This design comes from an exercise in tuning for small area and a short achievable clock period on the open sky130 flow, not from production work. In this exercise RTL edits were held to simulation tests only and were not proved equivalent to the original.

--- flow/design.v ---
`timescale 1 ns / 1 ps
module AXIS_linear_regression_v1_0 #
	(
		parameter M = 8,
		parameter N = 3,
		parameter integer C_S00_AXIS_TDATA_WIDTH	= 32,
		parameter integer C_M00_AXIS_TDATA_WIDTH	= 32,
		parameter integer C_M00_AXIS_START_COUNT	= 32
	)
	(
		input wire  aclk,
		input wire  aresetn,
		output wire  s00_axis_tready,
		input wire [C_S00_AXIS_TDATA_WIDTH-1 : 0] s00_axis_tdata,
		input wire  s00_axis_tlast,
		input wire  s00_axis_tvalid,
		output wire  m00_axis_tvalid,
		output wire [C_M00_AXIS_TDATA_WIDTH-1 : 0] m00_axis_tdata,
		output wire  m00_axis_tlast,
		input wire  m00_axis_tready
	);
    reg        tready_r;
    reg  [2:0] vdly, ldly;
    reg        tvalid_r, tlast_r;
    reg  [31:0] tdata_r;
    reg  [1:0] col;         
    reg  [3:0] row;         
    reg        pending;     
    reg  [1:0] w;           
    assign s00_axis_tready = tready_r;
    assign m00_axis_tvalid = tvalid_r;
    assign m00_axis_tlast  = tlast_r;
    assign m00_axis_tdata  = tdata_r;
    wire take = s00_axis_tvalid & tready_r & ~pending;
    wire xrow = ~row[3];
    wire [15:0] bus16 = s00_axis_tdata[15:0];
    wire [15:0] enc;
    wire [7:0] encn;
    genvar g;
    generate for (g = 0; g < 8; g = g + 1) begin : be
        wire am1 = (g == 0) ? 1'b0 : bus16[2*g-1];
        wire a0 = bus16[2*g], a1 = bus16[2*g+1];
        assign enc[2*g]   = a0 ^ am1;
        assign enc[2*g+1] = (a1 & ~a0 & ~am1) | (~a1 & a0 & am1);
        assign encn[g]    = a1;
    end endgenerate
    reg [15:0] E0, E1, E2;
    reg [7:0] N0, N1, N2;
    wire ld0 = ~xrow | (col == 2'd0);
    wire ld1 = ~xrow | (col == 2'd1);
    wire ld2 = ~xrow | (col == 2'd2);
    wire flip = take & xrow & (col == 2'd3);
    wire [31:0] busx = (col == 2'd3) ? s00_axis_tdata : {{16{s00_axis_tdata[15]}}, bus16};
    reg [31:0] Q0, Q1, Q2;
    reg sx0, sx1, sx2, sx3;             
    reg st0, st1, st2;                  
    reg cA00, cA01, cA02, cB0, cA11, cA12, cB1, cA22, cB2;
    reg [31:0] A00, A01, A02, A11, A12, A22;
    reg [31:0] B0, B1, B2;              
    always @(posedge aclk) begin
        if (ld0) E0 <= enc;
        if (ld1) E1 <= enc;
        if (ld2) E2 <= enc;
        if (ld0 | flip) N0 <= ld0 ? encn : ~N0;
        if (ld1 | flip) N1 <= ld1 ? encn : ~N1;
        if (ld2 | flip) N2 <= ld2 ? encn : ~N2;
        Q0 <= xrow ? busx : (col == 2'd0) ? A00 : (col == 2'd1) ? A01 : A02;
        Q1 <= xrow ? busx : (col == 2'd0) ? A01 : (col == 2'd1) ? A11 : A12;
        Q2 <= xrow ? busx : (col == 2'd0) ? A02 : (col == 2'd1) ? A12 : A22;
        if (!aresetn) begin
            tready_r <= 1'b0;
            vdly <= 3'b0; ldly <= 3'b0;
            tvalid_r <= 1'b0; tlast_r <= 1'b0;
            col <= 2'd0; row <= 4'd0;
            pending <= 1'b0; w <= 2'd0;
            {sx0, sx1, sx2, sx3, st0, st1, st2} <= 7'b0;
            {cA00, cA01, cA02, cB0, cA11, cA12, cB1, cA22, cB2} <= 9'b0;
        end else begin
            tready_r <= m00_axis_tready;
            vdly <= {vdly[1:0], s00_axis_tvalid};
            ldly <= {ldly[1:0], s00_axis_tlast};
            tvalid_r <= vdly[2];
            tlast_r <= ldly[2];
            sx0 <= take & xrow & (col == 2'd0);
            sx1 <= take & xrow & (col == 2'd1);
            sx2 <= take & xrow & (col == 2'd2);
            sx3 <= take & xrow & (col == 2'd3);
            st0 <= take & ~xrow & (col == 2'd0);
            st1 <= take & ~xrow & (col == 2'd1);
            st2 <= take & ~xrow & (col == 2'd2);
            cA00 <= take & xrow & (row != 4'd0) & (col == 2'd0);
            cA01 <= take & xrow & (row != 4'd0) & (col == 2'd1);
            cA02 <= take & xrow & (row != 4'd0) & (col == 2'd2);
            cA11 <= take & xrow & (row != 4'd0) & (col == 2'd1);
            cA12 <= take & xrow & (row != 4'd0) & (col == 2'd2);
            cA22 <= take & xrow & (row != 4'd0) & (col == 2'd2);
            cB0  <= take & (xrow ? (row != 4'd0) & (col == 2'd3) : (col != 2'd3));
            cB1  <= take & (xrow ? (row != 4'd0) & (col == 2'd3) : (col != 2'd3));
            cB2  <= take & (xrow ? (row != 4'd0) & (col == 2'd3) : (col != 2'd3));
            if (take) begin
                col <= col + 2'd1;
                if (col == 2'd3) row <= row + 4'd1;
                if (~xrow && col == 2'd3) pending <= 1'b1;
            end
            if (pending & m00_axis_tready) begin
                w <= (w == 2'd2) ? 2'd0 : w + 2'd1;
                if (w == 2'd2) begin
                    pending <= 1'b0;
                    row <= 4'd0;
                    col <= 2'd0;
                end
            end
        end
    end
    wire st = st0 | st1 | st2;
    wire [31:0] c0 = ({32{cA00}} & A00) | ({32{cA01}} & A01) | ({32{cA02}} & A02) | ({32{cB0}} & B0);
    wire [31:0] r0;
    mac u0 (E0, N0, Q0, c0, r0);
    wire [31:0] c1 = ({32{cA11}} & A11) | ({32{cA12}} & A12) | ({32{cB1}} & B1);
    wire [31:0] r1;
    mac u1 (E1, N1, Q1, c1, r1);
    wire [31:0] c2 = ({32{cA22}} & A22) | ({32{cB2}} & B2);
    wire [31:0] r2;
    mac u2 (E2, N2, Q2, c2, r2);
    wire tload = ~aresetn | (pending & m00_axis_tready);
    wire [31:0] gw = (w == 2'd0) ? B0 : (w == 2'd1) ? B1 : B2;
    always @(posedge aclk)
        if (tload) tdata_r <= gw & {32{aresetn}};
    always @(posedge aclk) begin
        if (sx0) A00 <= r0;
        if (sx1) begin A01 <= r0; A11 <= r1; end
        if (sx2) begin A02 <= r0; A12 <= r1; A22 <= r2; end
        if (sx3 | st) begin B0 <= r0; B1 <= r1; B2 <= r2; end
    end
endmodule
module mac(input [15:0] e, input [7:0] n, input [31:0] b, input [31:0] c, output [31:0] r);
wire one0 = e[0];
wire two0 = e[1];
wire neg0 = n[0];
wire one1 = e[2];
wire two1 = e[3];
wire neg1 = n[1];
wire one2 = e[4];
wire two2 = e[5];
wire neg2 = n[2];
wire one3 = e[6];
wire two3 = e[7];
wire neg3 = n[3];
wire one4 = e[8];
wire two4 = e[9];
wire neg4 = n[4];
wire one5 = e[10];
wire two5 = e[11];
wire neg5 = n[5];
wire one6 = e[12];
wire two6 = e[13];
wire neg6 = n[6];
wire one7 = e[14];
wire two7 = e[15];
wire neg7 = n[7];
wire p0_0, p0_1; bpp2 u_p0_0(one0, two0, neg0, 1'b0, b[0], b[1], p0_0, p0_1);
wire p0_2, p0_3; bpp2 u_p0_2(one0, two0, neg0, b[1], b[2], b[3], p0_2, p0_3);
wire p0_4, p0_5; bpp2 u_p0_4(one0, two0, neg0, b[3], b[4], b[5], p0_4, p0_5);
wire p0_6, p0_7; bpp2 u_p0_6(one0, two0, neg0, b[5], b[6], b[7], p0_6, p0_7);
wire p0_8, p0_9; bpp2 u_p0_8(one0, two0, neg0, b[7], b[8], b[9], p0_8, p0_9);
wire p0_10, p0_11; bpp2 u_p0_10(one0, two0, neg0, b[9], b[10], b[11], p0_10, p0_11);
wire p0_12, p0_13; bpp2 u_p0_12(one0, two0, neg0, b[11], b[12], b[13], p0_12, p0_13);
wire p0_14, p0_15; bpp2 u_p0_14(one0, two0, neg0, b[13], b[14], b[15], p0_14, p0_15);
wire p0_16, p0_17; bpp2 u_p0_16(one0, two0, neg0, b[15], b[16], b[17], p0_16, p0_17);
wire p0_18, p0_19; bpp2 u_p0_18(one0, two0, neg0, b[17], b[18], b[19], p0_18, p0_19);
wire p0_20, p0_21; bpp2 u_p0_20(one0, two0, neg0, b[19], b[20], b[21], p0_20, p0_21);
wire p0_22, p0_23; bpp2 u_p0_22(one0, two0, neg0, b[21], b[22], b[23], p0_22, p0_23);
wire p0_24, p0_25; bpp2 u_p0_24(one0, two0, neg0, b[23], b[24], b[25], p0_24, p0_25);
wire p0_26, p0_27; bpp2 u_p0_26(one0, two0, neg0, b[25], b[26], b[27], p0_26, p0_27);
wire p0_28, p0_29; bpp2 u_p0_28(one0, two0, neg0, b[27], b[28], b[29], p0_28, p0_29);
wire p0_30, p0_31; bpp2 u_p0_30(one0, two0, neg0, b[29], b[30], b[31], p0_30, p0_31);
wire p1_0, p1_1; bpp2 u_p1_0(one1, two1, neg1, 1'b0, b[0], b[1], p1_0, p1_1);
wire p1_2, p1_3; bpp2 u_p1_2(one1, two1, neg1, b[1], b[2], b[3], p1_2, p1_3);
wire p1_4, p1_5; bpp2 u_p1_4(one1, two1, neg1, b[3], b[4], b[5], p1_4, p1_5);
wire p1_6, p1_7; bpp2 u_p1_6(one1, two1, neg1, b[5], b[6], b[7], p1_6, p1_7);
wire p1_8, p1_9; bpp2 u_p1_8(one1, two1, neg1, b[7], b[8], b[9], p1_8, p1_9);
wire p1_10, p1_11; bpp2 u_p1_10(one1, two1, neg1, b[9], b[10], b[11], p1_10, p1_11);
wire p1_12, p1_13; bpp2 u_p1_12(one1, two1, neg1, b[11], b[12], b[13], p1_12, p1_13);
wire p1_14, p1_15; bpp2 u_p1_14(one1, two1, neg1, b[13], b[14], b[15], p1_14, p1_15);
wire p1_16, p1_17; bpp2 u_p1_16(one1, two1, neg1, b[15], b[16], b[17], p1_16, p1_17);
wire p1_18, p1_19; bpp2 u_p1_18(one1, two1, neg1, b[17], b[18], b[19], p1_18, p1_19);
wire p1_20, p1_21; bpp2 u_p1_20(one1, two1, neg1, b[19], b[20], b[21], p1_20, p1_21);
wire p1_22, p1_23; bpp2 u_p1_22(one1, two1, neg1, b[21], b[22], b[23], p1_22, p1_23);
wire p1_24, p1_25; bpp2 u_p1_24(one1, two1, neg1, b[23], b[24], b[25], p1_24, p1_25);
wire p1_26, p1_27; bpp2 u_p1_26(one1, two1, neg1, b[25], b[26], b[27], p1_26, p1_27);
wire p1_28, p1_29; bpp2 u_p1_28(one1, two1, neg1, b[27], b[28], b[29], p1_28, p1_29);
wire p2_0, p2_1; bpp2 u_p2_0(one2, two2, neg2, 1'b0, b[0], b[1], p2_0, p2_1);
wire p2_2, p2_3; bpp2 u_p2_2(one2, two2, neg2, b[1], b[2], b[3], p2_2, p2_3);
wire p2_4, p2_5; bpp2 u_p2_4(one2, two2, neg2, b[3], b[4], b[5], p2_4, p2_5);
wire p2_6, p2_7; bpp2 u_p2_6(one2, two2, neg2, b[5], b[6], b[7], p2_6, p2_7);
wire p2_8, p2_9; bpp2 u_p2_8(one2, two2, neg2, b[7], b[8], b[9], p2_8, p2_9);
wire p2_10, p2_11; bpp2 u_p2_10(one2, two2, neg2, b[9], b[10], b[11], p2_10, p2_11);
wire p2_12, p2_13; bpp2 u_p2_12(one2, two2, neg2, b[11], b[12], b[13], p2_12, p2_13);
wire p2_14, p2_15; bpp2 u_p2_14(one2, two2, neg2, b[13], b[14], b[15], p2_14, p2_15);
wire p2_16, p2_17; bpp2 u_p2_16(one2, two2, neg2, b[15], b[16], b[17], p2_16, p2_17);
wire p2_18, p2_19; bpp2 u_p2_18(one2, two2, neg2, b[17], b[18], b[19], p2_18, p2_19);
wire p2_20, p2_21; bpp2 u_p2_20(one2, two2, neg2, b[19], b[20], b[21], p2_20, p2_21);
wire p2_22, p2_23; bpp2 u_p2_22(one2, two2, neg2, b[21], b[22], b[23], p2_22, p2_23);
wire p2_24, p2_25; bpp2 u_p2_24(one2, two2, neg2, b[23], b[24], b[25], p2_24, p2_25);
wire p2_26, p2_27; bpp2 u_p2_26(one2, two2, neg2, b[25], b[26], b[27], p2_26, p2_27);
wire p3_0, p3_1; bpp2 u_p3_0(one3, two3, neg3, 1'b0, b[0], b[1], p3_0, p3_1);
wire p3_2, p3_3; bpp2 u_p3_2(one3, two3, neg3, b[1], b[2], b[3], p3_2, p3_3);
wire p3_4, p3_5; bpp2 u_p3_4(one3, two3, neg3, b[3], b[4], b[5], p3_4, p3_5);
wire p3_6, p3_7; bpp2 u_p3_6(one3, two3, neg3, b[5], b[6], b[7], p3_6, p3_7);
wire p3_8, p3_9; bpp2 u_p3_8(one3, two3, neg3, b[7], b[8], b[9], p3_8, p3_9);
wire p3_10, p3_11; bpp2 u_p3_10(one3, two3, neg3, b[9], b[10], b[11], p3_10, p3_11);
wire p3_12, p3_13; bpp2 u_p3_12(one3, two3, neg3, b[11], b[12], b[13], p3_12, p3_13);
wire p3_14, p3_15; bpp2 u_p3_14(one3, two3, neg3, b[13], b[14], b[15], p3_14, p3_15);
wire p3_16, p3_17; bpp2 u_p3_16(one3, two3, neg3, b[15], b[16], b[17], p3_16, p3_17);
wire p3_18, p3_19; bpp2 u_p3_18(one3, two3, neg3, b[17], b[18], b[19], p3_18, p3_19);
wire p3_20, p3_21; bpp2 u_p3_20(one3, two3, neg3, b[19], b[20], b[21], p3_20, p3_21);
wire p3_22, p3_23; bpp2 u_p3_22(one3, two3, neg3, b[21], b[22], b[23], p3_22, p3_23);
wire p3_24, p3_25; bpp2 u_p3_24(one3, two3, neg3, b[23], b[24], b[25], p3_24, p3_25);
wire p4_0, p4_1; bpp2 u_p4_0(one4, two4, neg4, 1'b0, b[0], b[1], p4_0, p4_1);
wire p4_2, p4_3; bpp2 u_p4_2(one4, two4, neg4, b[1], b[2], b[3], p4_2, p4_3);
wire p4_4, p4_5; bpp2 u_p4_4(one4, two4, neg4, b[3], b[4], b[5], p4_4, p4_5);
wire p4_6, p4_7; bpp2 u_p4_6(one4, two4, neg4, b[5], b[6], b[7], p4_6, p4_7);
wire p4_8, p4_9; bpp2 u_p4_8(one4, two4, neg4, b[7], b[8], b[9], p4_8, p4_9);
wire p4_10, p4_11; bpp2 u_p4_10(one4, two4, neg4, b[9], b[10], b[11], p4_10, p4_11);
wire p4_12, p4_13; bpp2 u_p4_12(one4, two4, neg4, b[11], b[12], b[13], p4_12, p4_13);
wire p4_14, p4_15; bpp2 u_p4_14(one4, two4, neg4, b[13], b[14], b[15], p4_14, p4_15);
wire p4_16, p4_17; bpp2 u_p4_16(one4, two4, neg4, b[15], b[16], b[17], p4_16, p4_17);
wire p4_18, p4_19; bpp2 u_p4_18(one4, two4, neg4, b[17], b[18], b[19], p4_18, p4_19);
wire p4_20, p4_21; bpp2 u_p4_20(one4, two4, neg4, b[19], b[20], b[21], p4_20, p4_21);
wire p4_22, p4_23; bpp2 u_p4_22(one4, two4, neg4, b[21], b[22], b[23], p4_22, p4_23);
wire p5_0, p5_1; bpp2 u_p5_0(one5, two5, neg5, 1'b0, b[0], b[1], p5_0, p5_1);
wire p5_2, p5_3; bpp2 u_p5_2(one5, two5, neg5, b[1], b[2], b[3], p5_2, p5_3);
wire p5_4, p5_5; bpp2 u_p5_4(one5, two5, neg5, b[3], b[4], b[5], p5_4, p5_5);
wire p5_6, p5_7; bpp2 u_p5_6(one5, two5, neg5, b[5], b[6], b[7], p5_6, p5_7);
wire p5_8, p5_9; bpp2 u_p5_8(one5, two5, neg5, b[7], b[8], b[9], p5_8, p5_9);
wire p5_10, p5_11; bpp2 u_p5_10(one5, two5, neg5, b[9], b[10], b[11], p5_10, p5_11);
wire p5_12, p5_13; bpp2 u_p5_12(one5, two5, neg5, b[11], b[12], b[13], p5_12, p5_13);
wire p5_14, p5_15; bpp2 u_p5_14(one5, two5, neg5, b[13], b[14], b[15], p5_14, p5_15);
wire p5_16, p5_17; bpp2 u_p5_16(one5, two5, neg5, b[15], b[16], b[17], p5_16, p5_17);
wire p5_18, p5_19; bpp2 u_p5_18(one5, two5, neg5, b[17], b[18], b[19], p5_18, p5_19);
wire p5_20, p5_21; bpp2 u_p5_20(one5, two5, neg5, b[19], b[20], b[21], p5_20, p5_21);
wire p6_0, p6_1; bpp2 u_p6_0(one6, two6, neg6, 1'b0, b[0], b[1], p6_0, p6_1);
wire p6_2, p6_3; bpp2 u_p6_2(one6, two6, neg6, b[1], b[2], b[3], p6_2, p6_3);
wire p6_4, p6_5; bpp2 u_p6_4(one6, two6, neg6, b[3], b[4], b[5], p6_4, p6_5);
wire p6_6, p6_7; bpp2 u_p6_6(one6, two6, neg6, b[5], b[6], b[7], p6_6, p6_7);
wire p6_8, p6_9; bpp2 u_p6_8(one6, two6, neg6, b[7], b[8], b[9], p6_8, p6_9);
wire p6_10, p6_11; bpp2 u_p6_10(one6, two6, neg6, b[9], b[10], b[11], p6_10, p6_11);
wire p6_12, p6_13; bpp2 u_p6_12(one6, two6, neg6, b[11], b[12], b[13], p6_12, p6_13);
wire p6_14, p6_15; bpp2 u_p6_14(one6, two6, neg6, b[13], b[14], b[15], p6_14, p6_15);
wire p6_16, p6_17; bpp2 u_p6_16(one6, two6, neg6, b[15], b[16], b[17], p6_16, p6_17);
wire p6_18, p6_19; bpp2 u_p6_18(one6, two6, neg6, b[17], b[18], b[19], p6_18, p6_19);
wire p7_0, p7_1; bpp2 u_p7_0(one7, two7, neg7, 1'b0, b[0], b[1], p7_0, p7_1);
wire p7_2, p7_3; bpp2 u_p7_2(one7, two7, neg7, b[1], b[2], b[3], p7_2, p7_3);
wire p7_4, p7_5; bpp2 u_p7_4(one7, two7, neg7, b[3], b[4], b[5], p7_4, p7_5);
wire p7_6, p7_7; bpp2 u_p7_6(one7, two7, neg7, b[5], b[6], b[7], p7_6, p7_7);
wire p7_8, p7_9; bpp2 u_p7_8(one7, two7, neg7, b[7], b[8], b[9], p7_8, p7_9);
wire p7_10, p7_11; bpp2 u_p7_10(one7, two7, neg7, b[9], b[10], b[11], p7_10, p7_11);
wire p7_12, p7_13; bpp2 u_p7_12(one7, two7, neg7, b[11], b[12], b[13], p7_12, p7_13);
wire p7_14, p7_15; bpp2 u_p7_14(one7, two7, neg7, b[13], b[14], b[15], p7_14, p7_15);
wire p7_16, p7_17; bpp2 u_p7_16(one7, two7, neg7, b[15], b[16], b[17], p7_16, p7_17);
wire n1;
wire n2;
ha un2 (p0_14, p1_12, n1, n2);
wire n3;
wire n4;
ha un4 (p0_15, p1_13, n3, n4);
wire n5;
wire n6;
ha un6 (p0_16, p1_14, n5, n6);
wire n7;
wire n8;
ha un8 (p0_17, p1_15, n7, n8);
wire n9;
wire n10;
ha un10 (p0_18, p1_16, n9, n10);
wire n11;
wire n12;
ha un12 (p0_19, p1_17, n11, n12);
wire n13;
wire n14;
ha un14 (p0_20, p1_18, n13, n14);
wire n15;
wire n16;
ha un16 (p0_21, p1_19, n15, n16);
wire n17;
wire n18;
ha un18 (p0_22, p1_20, n17, n18);
wire n19;
wire n20;
ha un20 (p0_23, p1_21, n19, n20);
wire n21;
wire n22;
ha un22 (p0_24, p1_22, n21, n22);
wire n23;
wire n24;
ha un24 (p0_25, p1_23, n23, n24);
wire n25;
wire n26;
ha un26 (p0_26, p1_24, n25, n26);
wire n27;
wire n28;
ha un28 (p0_27, p1_25, n27, n28);
wire n29;
wire n30;
ha un30 (p0_28, p1_26, n29, n30);
wire n31;
wire n32;
ha un32 (p0_29, p1_27, n31, n32);
wire n33;
wire n34;
ha un34 (p0_30, p1_28, n33, n34);
wire n35;
wire n36;
ha un36 (p0_31, p1_29, n35, n36);
wire n37;
wire n38;
ha un38 (p0_8, p1_6, n37, n38);
wire n39;
wire n40;
ha un40 (p0_9, p1_7, n39, n40);
wire n41;
wire n42;
fa un42 (p0_10, p1_8, p2_6, n41, n42);
wire n43;
wire n44;
ha un44 (p3_4, p4_2, n43, n44);
wire n45;
wire n46;
fa un46 (p0_11, p1_9, p2_7, n45, n46);
wire n47;
wire n48;
ha un48 (p3_5, p4_3, n47, n48);
wire n49;
wire n50;
fa un50 (p0_12, p1_10, p2_8, n49, n50);
wire n51;
wire n52;
fa un52 (p3_6, p4_4, p5_2, n51, n52);
wire n53;
wire n54;
ha un54 (p6_0, neg6, n53, n54);
wire n55;
wire n56;
fa un56 (p0_13, p1_11, p2_9, n55, n56);
wire n57;
wire n58;
fa un58 (p3_7, p4_5, p5_3, n57, n58);
wire n59;
wire n60;
ha un60 (p6_1, c[13], n59, n60);
wire n61;
wire n62;
fa un62 (n1, p2_10, p3_8, n61, n62);
wire n63;
wire n64;
fa un64 (p4_6, p5_4, p6_2, n63, n64);
wire n65;
wire n66;
fa un66 (p7_0, neg7, c[14], n65, n66);
wire n67;
wire n68;
fa un68 (n2, n3, p2_11, n67, n68);
wire n69;
wire n70;
fa un70 (p3_9, p4_7, p5_5, n69, n70);
wire n71;
wire n72;
fa un72 (p6_3, p7_1, c[15], n71, n72);
wire n73;
wire n74;
fa un74 (n4, n5, p2_12, n73, n74);
wire n75;
wire n76;
fa un76 (p3_10, p4_8, p5_6, n75, n76);
wire n77;
wire n78;
fa un78 (p6_4, p7_2, c[16], n77, n78);
wire n79;
wire n80;
fa un80 (n6, n7, p2_13, n79, n80);
wire n81;
wire n82;
fa un82 (p3_11, p4_9, p5_7, n81, n82);
wire n83;
wire n84;
fa un84 (p6_5, p7_3, c[17], n83, n84);
wire n85;
wire n86;
fa un86 (n8, n9, p2_14, n85, n86);
wire n87;
wire n88;
fa un88 (p3_12, p4_10, p5_8, n87, n88);
wire n89;
wire n90;
fa un90 (p6_6, p7_4, c[18], n89, n90);
wire n91;
wire n92;
fa un92 (n10, n11, p2_15, n91, n92);
wire n93;
wire n94;
fa un94 (p3_13, p4_11, p5_9, n93, n94);
wire n95;
wire n96;
fa un96 (p6_7, p7_5, c[19], n95, n96);
wire n97;
wire n98;
fa un98 (n12, n13, p2_16, n97, n98);
wire n99;
wire n100;
fa un100 (p3_14, p4_12, p5_10, n99, n100);
wire n101;
wire n102;
fa un102 (p6_8, p7_6, c[20], n101, n102);
wire n103;
wire n104;
fa un104 (n14, n15, p2_17, n103, n104);
wire n105;
wire n106;
fa un106 (p3_15, p4_13, p5_11, n105, n106);
wire n107;
wire n108;
fa un108 (p6_9, p7_7, c[21], n107, n108);
wire n109;
wire n110;
fa un110 (n16, n17, p2_18, n109, n110);
wire n111;
wire n112;
fa un112 (p3_16, p4_14, p5_12, n111, n112);
wire n113;
wire n114;
fa un114 (p6_10, p7_8, c[22], n113, n114);
wire n115;
wire n116;
fa un116 (n18, n19, p2_19, n115, n116);
wire n117;
wire n118;
fa un118 (p3_17, p4_15, p5_13, n117, n118);
wire n119;
wire n120;
fa un120 (p6_11, p7_9, c[23], n119, n120);
wire n121;
wire n122;
fa un122 (n20, n21, p2_20, n121, n122);
wire n123;
wire n124;
fa un124 (p3_18, p4_16, p5_14, n123, n124);
wire n125;
wire n126;
fa un126 (p6_12, p7_10, c[24], n125, n126);
wire n127;
wire n128;
fa un128 (n22, n23, p2_21, n127, n128);
wire n129;
wire n130;
fa un130 (p3_19, p4_17, p5_15, n129, n130);
wire n131;
wire n132;
fa un132 (p6_13, p7_11, c[25], n131, n132);
wire n133;
wire n134;
fa un134 (n24, n25, p2_22, n133, n134);
wire n135;
wire n136;
fa un136 (p3_20, p4_18, p5_16, n135, n136);
wire n137;
wire n138;
fa un138 (p6_14, p7_12, c[26], n137, n138);
wire n139;
wire n140;
fa un140 (n26, n27, p2_23, n139, n140);
wire n141;
wire n142;
fa un142 (p3_21, p4_19, p5_17, n141, n142);
wire n143;
wire n144;
fa un144 (p6_15, p7_13, c[27], n143, n144);
wire n145;
wire n146;
fa un146 (n28, n29, p2_24, n145, n146);
wire n147;
wire n148;
fa un148 (p3_22, p4_20, p5_18, n147, n148);
wire n149;
wire n150;
fa un150 (p6_16, p7_14, c[28], n149, n150);
wire n151;
wire n152;
fa un152 (n30, n31, p2_25, n151, n152);
wire n153;
wire n154;
fa un154 (p3_23, p4_21, p5_19, n153, n154);
wire n155;
wire n156;
fa un156 (p6_17, p7_15, c[29], n155, n156);
wire n157;
wire n158;
fa un158 (n32, n33, p2_26, n157, n158);
wire n159;
wire n160;
fa un160 (p3_24, p4_22, p5_20, n159, n160);
wire n161;
wire n162;
fa un162 (p6_18, p7_16, c[30], n161, n162);
wire n163;
wire n164;
fa un164 (n34, n35, p2_27, n163, n164);
wire n165;
wire n166;
fa un166 (p3_25, p4_23, p5_21, n165, n166);
wire n167;
wire n168;
fa un168 (p6_19, p7_17, c[31], n167, n168);
wire n169;
wire n170;
ha un170 (p0_4, p1_2, n169, n170);
wire n171;
wire n172;
ha un172 (p0_5, p1_3, n171, n172);
wire n173;
wire n174;
fa un174 (p0_6, p1_4, p2_2, n173, n174);
wire n175;
wire n176;
ha un176 (p3_0, neg3, n175, n176);
wire n177;
wire n178;
fa un178 (p0_7, p1_5, p2_3, n177, n178);
wire n179;
wire n180;
ha un180 (p3_1, c[7], n179, n180);
wire n181;
wire n182;
fa un182 (n37, p2_4, p3_2, n181, n182);
wire n183;
wire n184;
fa un184 (p4_0, neg4, c[8], n183, n184);
wire n185;
wire n186;
fa un186 (n38, n39, p2_5, n185, n186);
wire n187;
wire n188;
fa un188 (p3_3, p4_1, c[9], n187, n188);
wire n189;
wire n190;
fa un190 (n40, n41, n43, n189, n190);
wire n191;
wire n192;
fa un192 (p5_0, neg5, c[10], n191, n192);
wire n193;
wire n194;
fa un194 (n42, n44, n45, n193, n194);
wire n195;
wire n196;
fa un196 (n47, p5_1, c[11], n195, n196);
wire n197;
wire n198;
fa un198 (n46, n48, n49, n197, n198);
wire n199;
wire n200;
fa un200 (n51, n53, c[12], n199, n200);
wire n201;
wire n202;
fa un202 (n50, n52, n54, n201, n202);
wire n203;
wire n204;
fa un204 (n55, n57, n59, n203, n204);
wire n205;
wire n206;
fa un206 (n56, n58, n60, n205, n206);
wire n207;
wire n208;
fa un208 (n61, n63, n65, n207, n208);
wire n209;
wire n210;
fa un210 (n62, n64, n66, n209, n210);
wire n211;
wire n212;
fa un212 (n67, n69, n71, n211, n212);
wire n213;
wire n214;
fa un214 (n68, n70, n72, n213, n214);
wire n215;
wire n216;
fa un216 (n73, n75, n77, n215, n216);
wire n217;
wire n218;
fa un218 (n74, n76, n78, n217, n218);
wire n219;
wire n220;
fa un220 (n79, n81, n83, n219, n220);
wire n221;
wire n222;
fa un222 (n80, n82, n84, n221, n222);
wire n223;
wire n224;
fa un224 (n85, n87, n89, n223, n224);
wire n225;
wire n226;
fa un226 (n86, n88, n90, n225, n226);
wire n227;
wire n228;
fa un228 (n91, n93, n95, n227, n228);
wire n229;
wire n230;
fa un230 (n92, n94, n96, n229, n230);
wire n231;
wire n232;
fa un232 (n97, n99, n101, n231, n232);
wire n233;
wire n234;
fa un234 (n98, n100, n102, n233, n234);
wire n235;
wire n236;
fa un236 (n103, n105, n107, n235, n236);
wire n237;
wire n238;
fa un238 (n104, n106, n108, n237, n238);
wire n239;
wire n240;
fa un240 (n109, n111, n113, n239, n240);
wire n241;
wire n242;
fa un242 (n110, n112, n114, n241, n242);
wire n243;
wire n244;
fa un244 (n115, n117, n119, n243, n244);
wire n245;
wire n246;
fa un246 (n116, n118, n120, n245, n246);
wire n247;
wire n248;
fa un248 (n121, n123, n125, n247, n248);
wire n249;
wire n250;
fa un250 (n122, n124, n126, n249, n250);
wire n251;
wire n252;
fa un252 (n127, n129, n131, n251, n252);
wire n253;
wire n254;
fa un254 (n128, n130, n132, n253, n254);
wire n255;
wire n256;
fa un256 (n133, n135, n137, n255, n256);
wire n257;
wire n258;
fa un258 (n134, n136, n138, n257, n258);
wire n259;
wire n260;
fa un260 (n139, n141, n143, n259, n260);
wire n261;
wire n262;
fa un262 (n140, n142, n144, n261, n262);
wire n263;
wire n264;
fa un264 (n145, n147, n149, n263, n264);
wire n265;
wire n266;
fa un266 (n146, n148, n150, n265, n266);
wire n267;
wire n268;
fa un268 (n151, n153, n155, n267, n268);
wire n269;
wire n270;
fa un270 (n152, n154, n156, n269, n270);
wire n271;
wire n272;
fa un272 (n157, n159, n161, n271, n272);
wire n273;
wire n274;
fa un274 (n158, n160, n162, n273, n274);
wire n275;
wire n276;
fa un276 (n163, n165, n167, n275, n276);
wire n277;
wire n278;
ha un278 (p0_2, p1_0, n277, n278);
wire n279;
wire n280;
ha un280 (p0_3, p1_1, n279, n280);
wire n281;
wire n282;
fa un282 (n169, p2_0, neg2, n281, n282);
wire n283;
wire n284;
fa un284 (n170, n171, p2_1, n283, n284);
wire n285;
wire n286;
fa un286 (n172, n173, n175, n285, n286);
wire n287;
wire n288;
fa un288 (n174, n176, n177, n287, n288);
wire n289;
wire n290;
fa un290 (n178, n180, n181, n289, n290);
wire n291;
wire n292;
fa un292 (n182, n184, n185, n291, n292);
wire n293;
wire n294;
fa un294 (n186, n188, n189, n293, n294);
wire n295;
wire n296;
fa un296 (n190, n192, n193, n295, n296);
wire n297;
wire n298;
fa un298 (n194, n196, n197, n297, n298);
wire n299;
wire n300;
fa un300 (n198, n200, n201, n299, n300);
wire n301;
wire n302;
fa un302 (n202, n204, n205, n301, n302);
wire n303;
wire n304;
fa un304 (n206, n208, n209, n303, n304);
wire n305;
wire n306;
fa un306 (n210, n212, n213, n305, n306);
wire n307;
wire n308;
fa un308 (n214, n216, n217, n307, n308);
wire n309;
wire n310;
fa un310 (n218, n220, n221, n309, n310);
wire n311;
wire n312;
fa un312 (n222, n224, n225, n311, n312);
wire n313;
wire n314;
fa un314 (n226, n228, n229, n313, n314);
wire n315;
wire n316;
fa un316 (n230, n232, n233, n315, n316);
wire n317;
wire n318;
fa un318 (n234, n236, n237, n317, n318);
wire n319;
wire n320;
fa un320 (n238, n240, n241, n319, n320);
wire n321;
wire n322;
fa un322 (n242, n244, n245, n321, n322);
wire n323;
wire n324;
fa un324 (n246, n248, n249, n323, n324);
wire n325;
wire n326;
fa un326 (n250, n252, n253, n325, n326);
wire n327;
wire n328;
fa un328 (n254, n256, n257, n327, n328);
wire n329;
wire n330;
fa un330 (n258, n260, n261, n329, n330);
wire n331;
wire n332;
fa un332 (n262, n264, n265, n331, n332);
wire n333;
wire n334;
fa un334 (n266, n268, n269, n333, n334);
wire n335;
wire n336;
fa un336 (n270, n272, n273, n335, n336);
wire n337;
wire n338;
ha un338 (p0_0, neg0, n337, n338);
wire n339;
wire n340;
ha un340 (p0_1, c[1], n339, n340);
wire n341;
wire n342;
fa un342 (n277, neg1, c[2], n341, n342);
wire n343;
wire n344;
fa un344 (n278, n279, c[3], n343, n344);
wire n345;
wire n346;
fa un346 (n280, n281, c[4], n345, n346);
wire n347;
wire n348;
fa un348 (n282, n283, c[5], n347, n348);
wire n349;
wire n350;
fa un350 (n284, n285, c[6], n349, n350);
wire n351;
wire n352;
fa un352 (n286, n287, n179, n351, n352);
wire n353;
wire n354;
fa un354 (n288, n289, n183, n353, n354);
wire n355;
wire n356;
fa un356 (n290, n291, n187, n355, n356);
wire n357;
wire n358;
fa un358 (n292, n293, n191, n357, n358);
wire n359;
wire n360;
fa un360 (n294, n295, n195, n359, n360);
wire n361;
wire n362;
fa un362 (n296, n297, n199, n361, n362);
wire n363;
wire n364;
fa un364 (n298, n299, n203, n363, n364);
wire n365;
wire n366;
fa un366 (n300, n301, n207, n365, n366);
wire n367;
wire n368;
fa un368 (n302, n303, n211, n367, n368);
wire n369;
wire n370;
fa un370 (n304, n305, n215, n369, n370);
wire n371;
wire n372;
fa un372 (n306, n307, n219, n371, n372);
wire n373;
wire n374;
fa un374 (n308, n309, n223, n373, n374);
wire n375;
wire n376;
fa un376 (n310, n311, n227, n375, n376);
wire n377;
wire n378;
fa un378 (n312, n313, n231, n377, n378);
wire n379;
wire n380;
fa un380 (n314, n315, n235, n379, n380);
wire n381;
wire n382;
fa un382 (n316, n317, n239, n381, n382);
wire n383;
wire n384;
fa un384 (n318, n319, n243, n383, n384);
wire n385;
wire n386;
fa un386 (n320, n321, n247, n385, n386);
wire n387;
wire n388;
fa un388 (n322, n323, n251, n387, n388);
wire n389;
wire n390;
fa un390 (n324, n325, n255, n389, n390);
wire n391;
wire n392;
fa un392 (n326, n327, n259, n391, n392);
wire n393;
wire n394;
fa un394 (n328, n329, n263, n393, n394);
wire n395;
wire n396;
fa un396 (n330, n331, n267, n395, n396);
wire n397;
wire n398;
fa un398 (n332, n333, n271, n397, n398);
wire n399;
wire n400;
fa un400 (n334, n335, n275, n399, n400);
wire [31:0] s0 = {n398, n396, n394, n392, n390, n388, n386, n384, n382, n380, n378, n376, n374, n372, n370, n368, n366, n364, n362, n360, n358, n356, n354, n352, n350, n348, n346, n344, n342, n340, n338, n337};
wire [31:0] s1 = {n399, n397, n395, n393, n391, n389, n387, n385, n383, n381, n379, n377, n375, n373, n371, n369, n367, n365, n363, n361, n359, n357, n355, n353, n351, n349, n347, n345, n343, n341, n339, c[0]};
add32 u_cpa(s0, s1, r);
endmodule
module fa(input a, input b, input c, output s, output co);
assign s = a ^ b ^ c;
assign co = (a & b) | (a & c) | (b & c);
endmodule
module ha(input a, input b, output s, output co);
assign s = a ^ b;
assign co = a & b;
endmodule
module bpp2(input one, input two, input neg, input bm1, input b0, input b1, output p0, output p1);
assign p0 = ((one & b0) | (two & bm1)) ^ neg;
assign p1 = ((one & b1) | (two & b0)) ^ neg;
endmodule
module add32(input [31:0] a, input [31:0] b, output [31:0] s);
wire q1;
wire q2;
pgc u_pg0(a[0], b[0], q1, q2);
wire q3;
wire q4;
pgc u_pg1(a[1], b[1], q3, q4);
wire q5;
wire q6;
pgc u_pg2(a[2], b[2], q5, q6);
wire q7;
wire q8;
pgc u_pg3(a[3], b[3], q7, q8);
wire q9;
wire q10;
pgc u_pg4(a[4], b[4], q9, q10);
wire q11;
wire q12;
pgc u_pg5(a[5], b[5], q11, q12);
wire q13;
wire q14;
pgc u_pg6(a[6], b[6], q13, q14);
wire q15;
wire q16;
pgc u_pg7(a[7], b[7], q15, q16);
wire q17;
wire q18;
pgc u_pg8(a[8], b[8], q17, q18);
wire q19;
wire q20;
pgc u_pg9(a[9], b[9], q19, q20);
wire q21;
wire q22;
pgc u_pg10(a[10], b[10], q21, q22);
wire q23;
wire q24;
pgc u_pg11(a[11], b[11], q23, q24);
wire q25;
wire q26;
pgc u_pg12(a[12], b[12], q25, q26);
wire q27;
wire q28;
pgc u_pg13(a[13], b[13], q27, q28);
wire q29;
wire q30;
pgc u_pg14(a[14], b[14], q29, q30);
wire q31;
wire q32;
pgc u_pg15(a[15], b[15], q31, q32);
wire q33;
wire q34;
pgc u_pg16(a[16], b[16], q33, q34);
wire q35;
wire q36;
pgc u_pg17(a[17], b[17], q35, q36);
wire q37;
wire q38;
pgc u_pg18(a[18], b[18], q37, q38);
wire q39;
wire q40;
pgc u_pg19(a[19], b[19], q39, q40);
wire q41;
wire q42;
pgc u_pg20(a[20], b[20], q41, q42);
wire q43;
wire q44;
pgc u_pg21(a[21], b[21], q43, q44);
wire q45;
wire q46;
pgc u_pg22(a[22], b[22], q45, q46);
wire q47;
wire q48;
pgc u_pg23(a[23], b[23], q47, q48);
wire q49;
wire q50;
pgc u_pg24(a[24], b[24], q49, q50);
wire q51;
wire q52;
pgc u_pg25(a[25], b[25], q51, q52);
wire q53;
wire q54;
pgc u_pg26(a[26], b[26], q53, q54);
wire q55;
wire q56;
pgc u_pg27(a[27], b[27], q55, q56);
wire q57;
wire q58;
pgc u_pg28(a[28], b[28], q57, q58);
wire q59;
wire q60;
pgc u_pg29(a[29], b[29], q59, q60);
wire q61;
wire q62;
pgc u_pg30(a[30], b[30], q61, q62);
wire q63;
wire q64;
pgc u_pg31(a[31], b[31], q63, q64);
wire q65;
gray u_g65(q3, q4, q1, q65);
wire q66;
wire q67;
dot u_d67(q7, q8, q5, q6, q66, q67);
wire q68;
wire q69;
dot u_d69(q11, q12, q9, q10, q68, q69);
wire q70;
wire q71;
dot u_d71(q15, q16, q13, q14, q70, q71);
wire q72;
wire q73;
dot u_d73(q19, q20, q17, q18, q72, q73);
wire q74;
wire q75;
dot u_d75(q23, q24, q21, q22, q74, q75);
wire q76;
wire q77;
dot u_d77(q27, q28, q25, q26, q76, q77);
wire q78;
wire q79;
dot u_d79(q31, q32, q29, q30, q78, q79);
wire q80;
wire q81;
dot u_d81(q35, q36, q33, q34, q80, q81);
wire q82;
wire q83;
dot u_d83(q39, q40, q37, q38, q82, q83);
wire q84;
wire q85;
dot u_d85(q43, q44, q41, q42, q84, q85);
wire q86;
wire q87;
dot u_d87(q47, q48, q45, q46, q86, q87);
wire q88;
wire q89;
dot u_d89(q51, q52, q49, q50, q88, q89);
wire q90;
wire q91;
dot u_d91(q55, q56, q53, q54, q90, q91);
wire q92;
wire q93;
dot u_d93(q59, q60, q57, q58, q92, q93);
wire q94;
wire q95;
dot u_d95(q63, q64, q61, q62, q94, q95);
wire q96;
gray u_g96(q66, q67, q65, q96);
wire q97;
wire q98;
dot u_d98(q68, q69, q66, q67, q97, q98);
wire q99;
wire q100;
dot u_d100(q70, q71, q68, q69, q99, q100);
wire q101;
wire q102;
dot u_d102(q72, q73, q70, q71, q101, q102);
wire q103;
wire q104;
dot u_d104(q74, q75, q72, q73, q103, q104);
wire q105;
wire q106;
dot u_d106(q76, q77, q74, q75, q105, q106);
wire q107;
wire q108;
dot u_d108(q78, q79, q76, q77, q107, q108);
wire q109;
wire q110;
dot u_d110(q80, q81, q78, q79, q109, q110);
wire q111;
wire q112;
dot u_d112(q82, q83, q80, q81, q111, q112);
wire q113;
wire q114;
dot u_d114(q84, q85, q82, q83, q113, q114);
wire q115;
wire q116;
dot u_d116(q86, q87, q84, q85, q115, q116);
wire q117;
wire q118;
dot u_d118(q88, q89, q86, q87, q117, q118);
wire q119;
wire q120;
dot u_d120(q90, q91, q88, q89, q119, q120);
wire q121;
wire q122;
dot u_d122(q92, q93, q90, q91, q121, q122);
wire q123;
wire q124;
dot u_d124(q94, q95, q92, q93, q123, q124);
wire q125;
gray u_g125(q97, q98, q65, q125);
wire q126;
gray u_g126(q99, q100, q96, q126);
wire q127;
wire q128;
dot u_d128(q101, q102, q97, q98, q127, q128);
wire q129;
wire q130;
dot u_d130(q103, q104, q99, q100, q129, q130);
wire q131;
wire q132;
dot u_d132(q105, q106, q101, q102, q131, q132);
wire q133;
wire q134;
dot u_d134(q107, q108, q103, q104, q133, q134);
wire q135;
wire q136;
dot u_d136(q109, q110, q105, q106, q135, q136);
wire q137;
wire q138;
dot u_d138(q111, q112, q107, q108, q137, q138);
wire q139;
wire q140;
dot u_d140(q113, q114, q109, q110, q139, q140);
wire q141;
wire q142;
dot u_d142(q115, q116, q111, q112, q141, q142);
wire q143;
wire q144;
dot u_d144(q117, q118, q113, q114, q143, q144);
wire q145;
wire q146;
dot u_d146(q119, q120, q115, q116, q145, q146);
wire q147;
wire q148;
dot u_d148(q121, q122, q117, q118, q147, q148);
wire q149;
wire q150;
dot u_d150(q123, q124, q119, q120, q149, q150);
wire q151;
gray u_g151(q127, q128, q65, q151);
wire q152;
gray u_g152(q129, q130, q96, q152);
wire q153;
gray u_g153(q131, q132, q125, q153);
wire q154;
gray u_g154(q133, q134, q126, q154);
wire q155;
wire q156;
dot u_d156(q135, q136, q127, q128, q155, q156);
wire q157;
wire q158;
dot u_d158(q137, q138, q129, q130, q157, q158);
wire q159;
wire q160;
dot u_d160(q139, q140, q131, q132, q159, q160);
wire q161;
wire q162;
dot u_d162(q141, q142, q133, q134, q161, q162);
wire q163;
wire q164;
dot u_d164(q143, q144, q135, q136, q163, q164);
wire q165;
wire q166;
dot u_d166(q145, q146, q137, q138, q165, q166);
wire q167;
wire q168;
dot u_d168(q147, q148, q139, q140, q167, q168);
wire q169;
wire q170;
dot u_d170(q149, q150, q141, q142, q169, q170);
wire q171;
gray u_g171(q155, q156, q65, q171);
wire q172;
gray u_g172(q157, q158, q96, q172);
wire q173;
gray u_g173(q159, q160, q125, q173);
wire q174;
gray u_g174(q161, q162, q126, q174);
wire q175;
gray u_g175(q163, q164, q151, q175);
wire q176;
gray u_g176(q165, q166, q152, q176);
wire q177;
gray u_g177(q167, q168, q153, q177);
wire q178;
gray u_g178(q169, q170, q154, q178);
wire q179;
gray u_g179(q5, q6, q65, q179);
wire q180;
gray u_g180(q9, q10, q96, q180);
wire q181;
gray u_g181(q13, q14, q125, q181);
wire q182;
gray u_g182(q17, q18, q126, q182);
wire q183;
gray u_g183(q21, q22, q151, q183);
wire q184;
gray u_g184(q25, q26, q152, q184);
wire q185;
gray u_g185(q29, q30, q153, q185);
wire q186;
gray u_g186(q33, q34, q154, q186);
wire q187;
gray u_g187(q37, q38, q171, q187);
wire q188;
gray u_g188(q41, q42, q172, q188);
wire q189;
gray u_g189(q45, q46, q173, q189);
wire q190;
gray u_g190(q49, q50, q174, q190);
wire q191;
gray u_g191(q53, q54, q175, q191);
wire q192;
gray u_g192(q57, q58, q176, q192);
wire q193;
gray u_g193(q61, q62, q177, q193);
assign s[0] = q2;
xr u_x1(q4, q1, s[1]);
xr u_x2(q6, q65, s[2]);
xr u_x3(q8, q179, s[3]);
xr u_x4(q10, q96, s[4]);
xr u_x5(q12, q180, s[5]);
xr u_x6(q14, q125, s[6]);
xr u_x7(q16, q181, s[7]);
xr u_x8(q18, q126, s[8]);
xr u_x9(q20, q182, s[9]);
xr u_x10(q22, q151, s[10]);
xr u_x11(q24, q183, s[11]);
xr u_x12(q26, q152, s[12]);
xr u_x13(q28, q184, s[13]);
xr u_x14(q30, q153, s[14]);
xr u_x15(q32, q185, s[15]);
xr u_x16(q34, q154, s[16]);
xr u_x17(q36, q186, s[17]);
xr u_x18(q38, q171, s[18]);
xr u_x19(q40, q187, s[19]);
xr u_x20(q42, q172, s[20]);
xr u_x21(q44, q188, s[21]);
xr u_x22(q46, q173, s[22]);
xr u_x23(q48, q189, s[23]);
xr u_x24(q50, q174, s[24]);
xr u_x25(q52, q190, s[25]);
xr u_x26(q54, q175, s[26]);
xr u_x27(q56, q191, s[27]);
xr u_x28(q58, q176, s[28]);
xr u_x29(q60, q192, s[29]);
xr u_x30(q62, q177, s[30]);
xr u_x31(q64, q193, s[31]);
endmodule
module pgc(input a, input b, output g, output p);
assign g = a & b;
assign p = a ^ b;
endmodule
module dot(input g1, input p1, input g0, input p0, output g, output p);
assign g = g1 | (p1 & g0);
assign p = p1 & p0;
endmodule
module gray(input g1, input p1, input g0, output g);
assign g = g1 | (p1 & g0);
endmodule
module xr(input a, input b, output y);
assign y = a ^ b;
endmodule
--- flow/run.sh ---
#!/bin/bash
# synth_recipe.tcl (not shown) runs the flow's synth.tcl, then flattens the netlist and writes it again
# the make line also repeats each setting of config.mk as NAME=value (left out here)
make -C /OpenROAD-flow-scripts/flow DESIGN_CONFIG=/design/flow/config.mk WORK_HOME=/design/flow/orfs CLKGATE_MAP_FILE= SYNTH_SCRIPT=/design/flow/synth_recipe.tcl finish
--- flow/config.mk ---
export PLATFORM = sky130hd
export DESIGN_NAME = AXIS_linear_regression_v1_0
export DESIGN_NICKNAME = AXIS_linear_regression_v1_0
export VERILOG_FILES = /design/flow/design.v
export SDC_FILE = /design/flow/constraint.sdc
export NUM_CORES = 8
export LEC_CHECK = 0
export CAP_MARGIN = 20
export CORE_MARGIN = 2
export CORE_UTILIZATION = 40
export SLEW_MARGIN = 20
export SYNTH_HIERARCHICAL = 1
export SYNTH_MINIMUM_KEEP_SIZE = 0
--- flow/constraint.sdc ---
create_clock -name core_clock -period 22.0 [get_ports {aclk}]
set_input_delay 4.4000 -clock core_clock [delete_from_list [all_inputs] [get_ports {aclk}]]
set_output_delay 4.4000 -clock core_clock [all_outputs]
set_load 0.01 [all_outputs]
==> results.json, run 1 <==
{
  "fin_crit_sh": 0.2802,
  "syn_avg_cell_area_um2": 12.02,
  "slowest_delay_ns": 0.61,
  "cp_max_fo": 4,
  "area_growth_pct": 9.720,
  "h-tree-depth": 2,
  "status": "finished clean",
  "ys_ff_latch": 517,
  "maxSlewViolCount": 0,
  "dr.first_iter.drc_count": 4104,
  "hp-class": "flip-flop to flip-flop",
  "wl_per_cell_um": 28.26,
  "grt_most_used_layer": "met2",
  "drv_cap": 0,
  "die_w_um": 345.1,
  "gp_congestion": 0.9611,
  "gr-usage-met1": 0.3671,
  "cts_tree": "done",
  "tightestPinTransition_ns": 1.264,
  "use_met2": 0.3920,
  "cts.clk_slew.worst_paths_ns": 0.06,
  "yosysWarningCount": 7,
  "layout_common_cells": "664 x a22oi_1, 602 x xnor2_1, 504 x fa_1",
  "cp-start-kind": "flip-flop",
  "drive_gt1_frac": 0.06809,
  "synth.area.top_cells": "edfxtp_1 25%, fa_1 22%, xnor2_1 11%",
  "period_needed_ns": 6.165,
  "root_buffer": "clkbuf_16",
  "muxShareOfSynthArea": 0.01527,
  "core_area_um2": 115700,
  "rsz0062_at_grt": "false",
  "netlist_area_um2": 46530,
  "routed_wl_um": 156900,
  "crit_family": "buffers and inverters",
  "cp-startpoint": "tready_r$_SDFF_PN0_",
  "cts_inserted_buffers": 56,
  "vias_per_cell": 6.159,
  "first_pass_iters": 6,
  "synth_compound_area_frac": 0.2075,
  "io_buffers": 71,
  "maxSlewHeadroom": 0.1571,
  "critPathKind": "flip-flop to output port",
  "reg2reg_from": "Q2[13]$_DFF_P_",
  "cts_setup_buffers": 0,
  "hold_violations": 0,
  "netlist_instances": 3872,
  "mostFrequentLayoutCell": "a22oi_1",
  "die-area_um2": 119100,
  "synthSimpleGateAreaFrac": 0.05044,
  "cpMaxStageDelayCell": "clkdlybuf4s50_1",
  "grt_pass1_vias": 34340,
  "grt_max_degree": 144,
  "critPathCaptureType": "output port",
  "post_cts_resized": 0,
  "grt_use_met3": 0.06360,
  "crit_buf_inv": 1,
  "arrival_ns": 1.76,
  "dp_hpwl_um": 114700,
  "hold_buffers": 0,
  "fmax_ghz": 0.1622,
  "drc_errors": 0,
  "clock_sinks": 517,
  "die_h_um": 345.1,
  "globalRouteOverflowTotal": 0,
  "synth_top_area_cell": "edfxtp_1",
  "antenna_found_initial": 8,
  "finalSetupTns_ns": 0,
  "hold_start": "vdly[0]$_SDFF_PN0_",
  "skew_ns": 0.05994,
  "worstPathRequired_ns": 17.60,
  "setup_viol_count_final": 0,
  "rows": 125,
  "grt_pass1_wl_um": 232200,
  "clockBufferDepth": 3,
  "layout.nets": 4715,
  "yosys.cell_types.count": 48,
  "synth_top_area_frac": 0.2530,
  "synth_xor_area_frac": 0.1321,
  "via_count": 34180,
  "final_antenna_net_count": 0,
  "track_usage": 0.2570,
  "start_util": 0.4021,
  "synth_top_family_by_area": "adder cells",
  "boundaryPins": 72,
  "clk_latency_ns": 0.67,
  "yosysSeqAreaShare": 0.3067,
  "synthAdderAreaFrac": 0.2701,
  "crit_chain": "clkdlybuf4s50_1"
}
cell families after synthesis:
logic type / Yosys count
compound gates: 1296
buf+inv: 160
simple gates: 425
xor+xnor: 702
flops: 517
fa+ha+maj: 702
other cells: 3
mux: 67
synth_stat cells (all sizes together):
library cell and count:
nor3 2, nor4 1, mux2 32, a41oi 1, nor2 49, and2 151
nor2b 98, a222oi 32, dfxtp 125, or2 3, or2b 3, nand3b 1
xnor2 602, nand2b 20, clkbuf 56, buf 65, inv 39, a21o 225
nand4b 2, a211oi 97, mux2i 35, edfxtp 392, fa 504, conb 3
or3b 1, a22o 32, o21ai 178, o21bai 48, a21oi 19, ha 198
nand3 1, or4 1, a22oi 664, or3 2, nand2 90, xor2 100
Yosys stat by module, one instance, submodules excluded, excerpt:
module | area, µm² | flops+latches | copies in the design | cells inside
AXIS_linear_regression_v1_0 | 20900 | 517 | 1 | 1517
bpp2 | 32.53 | 0 | 300 | 4
fa | 20.02 | 0 | 504 | 1
dot | 13.76 | 0 | 135 | 2
ha | 12.51 | 0 | 96 | 1
gray | 7.507 | 0 | 90 | 1
per-layer routing:
metal | share of wire | vias to the layer above
met4 | 0.021 | 10
met1 | 0.43 | 17560
met5 | 0.0010 | -
met2 | 0.44 | 1798
li1 | - | 14590
met3 | 0.11 | 218
final cells by class:
class                           count  area, µm²
Antenna cell                        2      5.005
Clock buffer                       70       1524
Clock inverter                     36      325.3
Fill cell                       10770      64680
Inverter                           39      146.4
Multi-Input combinational cell   3216      31560
Sequential cell                   517      14300
Tap cell                         1524       1907
Timing Repair Buffer              146       1294
path summary, 6_finish.rpt:
path | to | slack, ns | cells after the start
worst max-delay path | s00_axis_tready | 15.84 | 1
worst min-delay path | vdly[1]$_SDFF_PN0_ | 0.44 | 1
worst max register to register | B2[27]$_DFFE_PP_ | 16.02 | 15
worst min register to register | vdly[1]$_SDFF_PN0_ | 0.44 | 1
per-stage QoR:
stage | area, µm² | utilization | worst slack [ns] | hold slack (ns) | cells
after floorplan | 46610 | - | 16.36 | 0.4119 | 3893
after global placement | 49180 | 0.4249 | 15.45 | 0.4154 | 5441
after detailed placement | 49180 | 0.4249 | 15.41 | 0.4233 | 5441
after CTS | 51030 | 0.4409 | 15.82 | 0.4378 | 5547
after global routing | 51050 | 0.4411 | 15.77 | 0.4530 | 5548
final | 51060 | 0.4411 | 15.84 | 0.4364 | 5550
==> inputs of run 2 (changes only) <==
==> flow/flow/run.sh (new file) <==
#!/bin/bash
# The standard layout, with the port buffers made from buf_4 instead of the default cell
set -euo pipefail
bash standard.sh finish 'BUFFER_PORTS_ARGS=-buffer_cell sky130_fd_sc_hd__buf_4' > standard.log 2>&1
==> flow/standard.sh (new file) <==
#!/bin/bash
# synth_recipe.tcl (not shown) runs the flow's synth.tcl, then flattens the netlist and writes it again
# the make line also repeats each setting of config.mk as NAME=value (left out here)
make -C /OpenROAD-flow-scripts/flow DESIGN_CONFIG=/design/flow/config.mk WORK_HOME=/design/flow/orfs CLKGATE_MAP_FILE= SYNTH_SCRIPT=/design/flow/synth_recipe.tcl "${@:-finish}"
removed: flow/run.sh
==> run 2 against run 1 <==
  * Design area is essentially flat
  * Largest cell class unchanged
  * Clock skew shrank 0.013 ns
  * Global-route usage shrank 0.24 points
  * First-iteration DRC count shrank 3.0%
  * Critical path type is now flip-flop to flip-flop
  * Final cell count grew 0.13%
  * Register-to-register slack gained 0.16 ns
  * Routed wire length shrank 1.1%
  * Hold slack gained 0.0022 ns
==> results.json, run 2 <==
{
  "layout.nets": 4721,
  "clk_latency_ns": 0.69,
  "synth_top_area_cell": "edfxtp_1",
  "reg2reg_from": "cB0$_SDFF_PN0_",
  "tightestPinTransition_ns": 1.169,
  "cts_setup_buffers": 0,
  "synth_most_common_cell": "a22oi_1",
  "drive_gt1_frac": 0.08926,
  "cp-startpoint": "cB0$_SDFF_PN0_",
  "yosysWarningCount": 7,
  "boundaryPins": 72,
  "io_buffers": 71,
  "yosys_most_used_dff": "edfxtp_1",
  "dp_hpwl_um": 115500,
  "layout_common_cells": "664 x a22oi_1, 602 x xnor2_1, 504 x fa_1",
  "period_needed_ns": 5.822,
  "synth_top_area_frac": 0.2530,
  "setup_viol_count_final": 0,
  "via_count": 34150,
  "globalRouteOverflowTotal": 0,
  "pre_cts_ws_ns": 16.08,
  "reg2reg_to": "A11[29]$_DFFE_PP_",
  "routed_wl_um": 155100,
  "clock_sinks": 517,
  "r2r_setup_slack_ns": 16.18,
  "die_w_um": 345.1,
  "synth.area.top_cells": "edfxtp_1 25%, fa_1 22%, xnor2_1 11%",
  "area_growth_pct": 9.653,
  "root_buffer": "clkbuf_16",
  "finalWorstSetupSlack_ns": 16.18,
  "netlist_instances": 3872,
  "drv_cap": 0,
  "grt_pass1_wl_um": 230500,
  "first_pass_iters": 9,
  "grt_pass1_vias": 33960,
  "worstPathRequired_ns": 22.39,
  "die-area_um2": 119100,
  "hp-class": "flip-flop to flip-flop",
  "final_antenna_net_count": 0,
  "mostFrequentLayoutCell": "a22oi_1",
  "endpoint": "A11[29]$_DFFE_PP_",
  "clockBufferDepth": 3,
  "status": "finished clean",
  "ys_ff_latch": 517,
  "fin_crit_sh": 0.2646,
  "drc_errors": 0,
  "die_h_um": 345.1,
  "finalSetupTns_ns": 0,
  "critPathCaptureType": "flip-flop",
  "hold_buffers": 0,
  "wl_per_cell_um": 27.91,
  "fmax_ghz": 0.1718,
  "cts.clk_slew.worst_paths_ns": 0.07,
  "grt_max_degree": 99,
  "gp_congestion": 0.9377,
  "antenna_cells": 0,
  "synthArstFlopShare": 0,
  "yosys.cell_types.count": 48,
  "r2r.worst_path.cells": 15,
  "rows": 125,
  "track_usage": 0.2547,
  "core_area_um2": 115700,
  "fillCellCount": 10860,
  "maxSlewHeadroom": 0.2205,
  "syn_avg_cell_area_um2": 12.02,
  "synthTopCellsByCount": "664 x a22oi_1, 602 x xnor2_1, 504 x fa_1",
  "maxSlewViolCount": 0,
  "arrival_ns": 6.21,
  "hold_violations": 0,
  "post_cts_resized": 0,
  "antenna_found_initial": 6,
  "skew_ns": 0.04690,
  "synth_edf_count": 392,
  "h-tree-depth": 2,
  "cp-start-kind": "flip-flop",
  "start_util": 0.4021,
  "netlist_area_um2": 46530,
  "yosysSeqAreaShare": 0.3067,
  "vias_per_cell": 6.146,
  "cp_max_fo": 60,
  "cts_inserted_buffers": 59,
  "cts_tree": "done",
  "dr.first_iter.drc_count": 3981,
  "rsz0062_at_grt": "false",
  "critPathKind": "flip-flop to flip-flop"
}
-- run 2: through the flow --
step	util	hold WS [ns]	area (µm²)	cells
2_1_floorplan	-	0.4119	46610	3893
3_3_place_gp	0.4234	0.4163	49000	5442
3_5_place_dp	0.4234	0.4233	49000	5442
4_1_cts	0.4404	0.4391	50970	5554
5_1_grt	0.4409	0.4472	51020	5557
6_report	0.4409	0.4387	51020	5557
-- run 2: worst min-delay path by stage --
stage	start	to	slack (ns)	cells after the start
final	vdly[1]$_SDFF_PN0_	vdly[2]$_SDFF_PN0_	0.44	1
after global routing	ldly[0]$_SDFF_PN0_	ldly[1]$_SDFF_PN0_	0.45	1
after global placement	ldly[1]$_SDFF_PN0_	ldly[2]$_SDFF_PN0_	0.42	1
after detailed placement	ldly[0]$_SDFF_PN0_	ldly[1]$_SDFF_PN0_	0.42	1
after floorplan	ldly[0]$_SDFF_PN0_	ldly[1]$_SDFF_PN0_	0.41	1
after CTS	ldly[0]$_SDFF_PN0_	ldly[1]$_SDFF_PN0_	0.44	1
-- run 2: cells by family (layout without fill, tap and decap cells) --
group	Yosys count	after routing	synth area share
xor gates and xnor gates	702	702	0.1321
and+or+nand+nor	425	425	0.05044
other	3	24	0.0002420
DFF	517	517	0.3067
AOI/OAI and AO/OA	1296	1296	0.2075
buffers and inverters	160	300	0.01756
adders and majority gates	702	702	0.2701
muxes	67	67	0.01527
-- run 2: cell type report --
type,instances,area [µm²],area share
clock inverter,35,341.6,0.006694
timing repair buffer,149,1141,0.02236
clock buffer,77,1634,0.03203
multi-input combinational,3216,31560,0.6185
inverter,39,146.4,0.002869
sequential,517,14300,0.2802
tap,1524,1907,0.03737
-- run 2: routing by layer --
layer / wire length, µm / share of wire / track usage / up-vias
met5: 36 / 0.00023 / 0 / -
met4: 3750 / 0.024 / 0.06122 / 6
met3: 15270 / 0.098 / 0.05671 / 200
met2: 67850 / 0.44 / 0.3867 / 1839
met1: 68180 / 0.44 / 0.3687 / 17520
li1: - / - / - / 14590
-- run 2: modules after synthesis (local to each module, per instance), excerpt --
module	cell area (µm²)	cells inside	flip-flops and latches	times used
bpp2	32.53	4	0	300
add32	7.507	1	0	3
AXIS_linear_regression_v1_0	20900	1517	517	1
mac	3.754	1	0	3
xr	8.758	1	0	93
dot	13.76	2	0	135
ha	12.51	1	0	96
fa	20.02	1	0	504
-- run 2: critical path: stages, from the launching register on --
cell,delay (ns)
dfxtp_4,0.69
buf_4,0.76
a222oi_1,0.26
inv_1,0.18
fa_1,0.45
fa_1,0.41
fa_1,0.54
fa_1,0.44
ha_1,0.33
and2_1,0.21
and2_1,0.19
and2_1,0.18
and2_1,0.15
a21o_1,0.26
a21o_1,0.19
xor2_1,0.17
==> inputs of run 3 (changes only) <==
==> flow/flow/run.sh (replaced) <==
#!/bin/bash
# The standard layout, with the port buffers made from buf_4 instead of the default cell,
# and the resizer's timing repair aiming at 16.5 ns of setup slack
set -euo pipefail
bash standard.sh finish 'BUFFER_PORTS_ARGS=-buffer_cell sky130_fd_sc_hd__buf_4' SETUP_SLACK_MARGIN=16.5 > standard.log 2>&1
--- a/flow/config.mk
+++ b/flow/config.mk
@@ -7,7 +7,8 @@
 export LEC_CHECK = 0
 export CAP_MARGIN = 20
 export CORE_MARGIN = 2
-export CORE_UTILIZATION = 40
+export CORE_UTILIZATION = 65
+export PLACE_DENSITY = 0.75
 export SLEW_MARGIN = 20
 export SYNTH_HIERARCHICAL = 1
 export SYNTH_MINIMUM_KEEP_SIZE = 0
==> run 3 against run 2 <==
  * Hold slack got worse by 0.0064 ns
  * Global-route usage grew 14 points
  * Largest cell class unchanged
  * Critical path type is now flip-flop to output port
  * Via count is 1.9% higher
  * Sequential share of layout area rose by 0.24 points
==> results.json, run 3 <==
{
  "area_growth_pct": 9.153,
  "synthArstFlopShare": 0,
  "synth.area.top_cells": "edfxtp_1 25%, fa_1 22%, xnor2_1 11%",
  "synth_top_area_frac": 0.2530,
  "synth_top_area_cell": "edfxtp_1",
  "gp_congestion": 0.9734,
  "r2r.worst_path.cells": 14,
  "endpoint": "m00_axis_tdata[25]",
  "muxShareOfSynthArea": 0.01527,
  "wl_per_cell_um": 29.98,
  "maxSlewHeadroom": 0.2273,
  "arrival_ns": 1.20,
  "crit_buf_inv": 1,
  "syn_avg_cell_area_um2": 12.02,
  "reg2reg_to": "A11[31]$_DFFE_PP_",
  "hold_violations": 0,
  "die_w_um": 271.6,
  "ys_ff_latch": 517,
  "cp_num_cells": 1,
  "yosys_most_used_dff": "edfxtp_1",
  "antenna_found_initial": 7,
  "cts_inserted_buffers": 56,
  "pre_cts_ws_ns": 16.30,
  "synth_top_family_by_area": "adder cells",
  "final_core_util": 0.7130,
  "hp-class": "flip-flop to flip-flop",
  "maxSlewViolCount": 0,
  "drv_cap": 0,
  "crit_family": "flip-flops",
  "crit_chain": "buf_6",
  "synthAdderAreaFrac": 0.2701,
  "reg2reg_from": "Q1[5]$_DFF_P_",
  "cpMaxStageDelayCell": "edfxtp_1",
  "netlist_instances": 3872,
  "synthSimpleGateAreaFrac": 0.05044,
  "dr.first_iter.drc_count": 4451,
  "cts.clk_slew.worst_paths_ns": 0.06,
  "synth_compound_area_frac": 0.2075,
  "fillCellCount": 5188,
  "yosysWarningCount": 7,
  "rows": 98,
  "finalWorstSetupSlack_ns": 16.40,
  "die-area_um2": 73740,
  "die_h_um": 271.6,
  "cts_tree": "done",
  "via_count": 34820,
  "r2r_setup_slack_ns": 16.52,
  "fin_crit_sh": 0.2546,
  "grt_max_degree": 89,
  "skew_ns": 0.03029,
  "boundaryPins": 72,
  "yosysSeqAreaShare": 0.3067,
  "cp-startpoint": "tdata_r[25]$_DFFE_PP_",
  "synthTopCellsByCount": "664 x a22oi_1, 602 x xnor2_1, 504 x fa_1",
  "critPathCaptureType": "output port",
  "placedCellCount": 4860,
  "finalSetupTns_ns": 0,
  "status": "finished clean",
  "core_area_um2": 71240,
  "final_cells": 4998,
  "grt_pass1_vias": 34450,
  "cp-start-kind": "flip-flop",
  "yosys.cell_types.count": 48,
  "drc_errors": 0,
  "synth_xor_area_frac": 0.1321,
  "slowest_delay_ns": 0.42,
  "drive_gt1_frac": 0.1024
}
==> run 3: cell counts after synthesis <==
Identical to the previous run, type by type.
==> run 3: modules after synthesis (local to each module, per instance) <==
| module | area (µm²) | flip-flops and latches | copies in the design | cells |
|---|---|---|---|---|
| AXIS_linear_regression_v1_0 | 20900 | 517 | 1 | 1517 |
| bpp2 | 32.53 | 0 | 300 | 4 |
| fa | 20.02 | 0 | 504 | 1 |
| dot | 13.76 | 0 | 135 | 2 |
| ha | 12.51 | 0 | 96 | 1 |
| pgc | 12.51 | 0 | 96 | 1 |
| xr | 8.758 | 0 | 93 | 1 |
| add32 | 7.507 | 0 | 3 | 1 |
| gray | 7.507 | 0 | 90 | 1 |
| mac | 3.754 | 0 | 3 | 1 |
==> run 3: metrics by stage <==
stage	hold slack [ns]	cell area [µm²]
after floorplan	0.4119	46610
after global placement	0.4139	48220
after CTS	0.4352	50300
after global routing	0.4504	50780
final	0.4323	50790
after detailed placement	0.4212	48220
==> run 3: layout make-up <==
type	count	area (µm²)	area share
inverters	39	146.4	0.002882
clock inverters	37	474.2	0.009336
well taps	950	1189	0.02340
repair buffers	163	1559	0.03069
multi-input cells	3216	31580	0.6217
diodes	7	17.52	0.0003449
clock buffers	69	1470	0.02895
flip-flops and latches	517	14360	0.2827
==> run 3: how the worst min path moves through the flow <==
stage	cells past startpoint	slack, ns	from	to
4_1_cts	1	0.44	ldly[0]$_SDFF_PN0_	ldly[1]$_SDFF_PN0_
6_report	1	0.43	ldly[0]$_SDFF_PN0_	ldly[1]$_SDFF_PN0_
2_1_floorplan	1	0.41	ldly[0]$_SDFF_PN0_	ldly[1]$_SDFF_PN0_
5_1_grt	1	0.45	ldly[0]$_SDFF_PN0_	ldly[1]$_SDFF_PN0_
3_5_place_dp	1	0.42	ldly[0]$_SDFF_PN0_	ldly[1]$_SDFF_PN0_
3_3_place_gp	1	0.41	vdly[0]$_SDFF_PN0_	vdly[1]$_SDFF_PN0_
==> run 3: per-layer routing <==
| metal | global-route usage | wire, µm |
|---|---|---|
| met3 | 0.1260 | 19440 |
| met1 | 0.5434 | 58250 |
| met2 | 0.6092 | 66060 |
| met5 | 0 | 24 |
| met4 | 0.1209 | 6076 |
==> run 3: timing repair <==
action / 4_1_cts / 5_1_grt
gates cloned: 0 / 0
gates resized for setup: 30 / 71
setup buffers: 3 / 22
hold buffers: 0 / 0
endpoints found under the setup margin: 99 / 146
==> run 3: cells by family after synthesis <==
family                     after synthesis
muxes                                   67
buffers and inverters                  160
adders and majority gates              702
xor gates and xnor gates               702
DFF                                    517
AOI/OAI and AO/OA                     1296
other                                    3
and+or+nand+nor                        425

## what the ideal ports hide
No port has a modelled driver above. Below, the same layouts with a new extraction and two added sets of constraints. Step 1 sets driving cells, clkbuf_16 on the clock port and buf_2 on the other inputs (assumed; they add their load-dependent delay and slew). Step 2 times the ports against the registers' clock, not the clock port: input delays grow and output delays shrink by t, the midpoint of the rising clock arrivals with the driver on. a / b / c = ideal / step 1 / step 2; a / b = the first two.
| run | shift t [ns] | slack for setup (ns) | latest minus earliest clock arrival (ns) | worst register clock-pin slew, ns |
|---|---|---|---|---|
| run 1 | 0.708 | 15.835 / 15.767 / 15.459 | 0.064 / 0.064 | 0.08 / 0.08 |
| run 2 | 0.741 | 16.178 / 16.134 / 16.054 | 0.048 / 0.048 | 0.07 / 0.07 |
| run 3 | 0.706 | 16.398 / 16.327 / 16.218 | 0.030 / 0.030 | 0.07 / 0.07 |
After both steps every run listed still meets setup and hold. For run 1, which loses most, drivers alone change the setup slack by -0.068 ns; drivers and shift together by -0.376 ns.
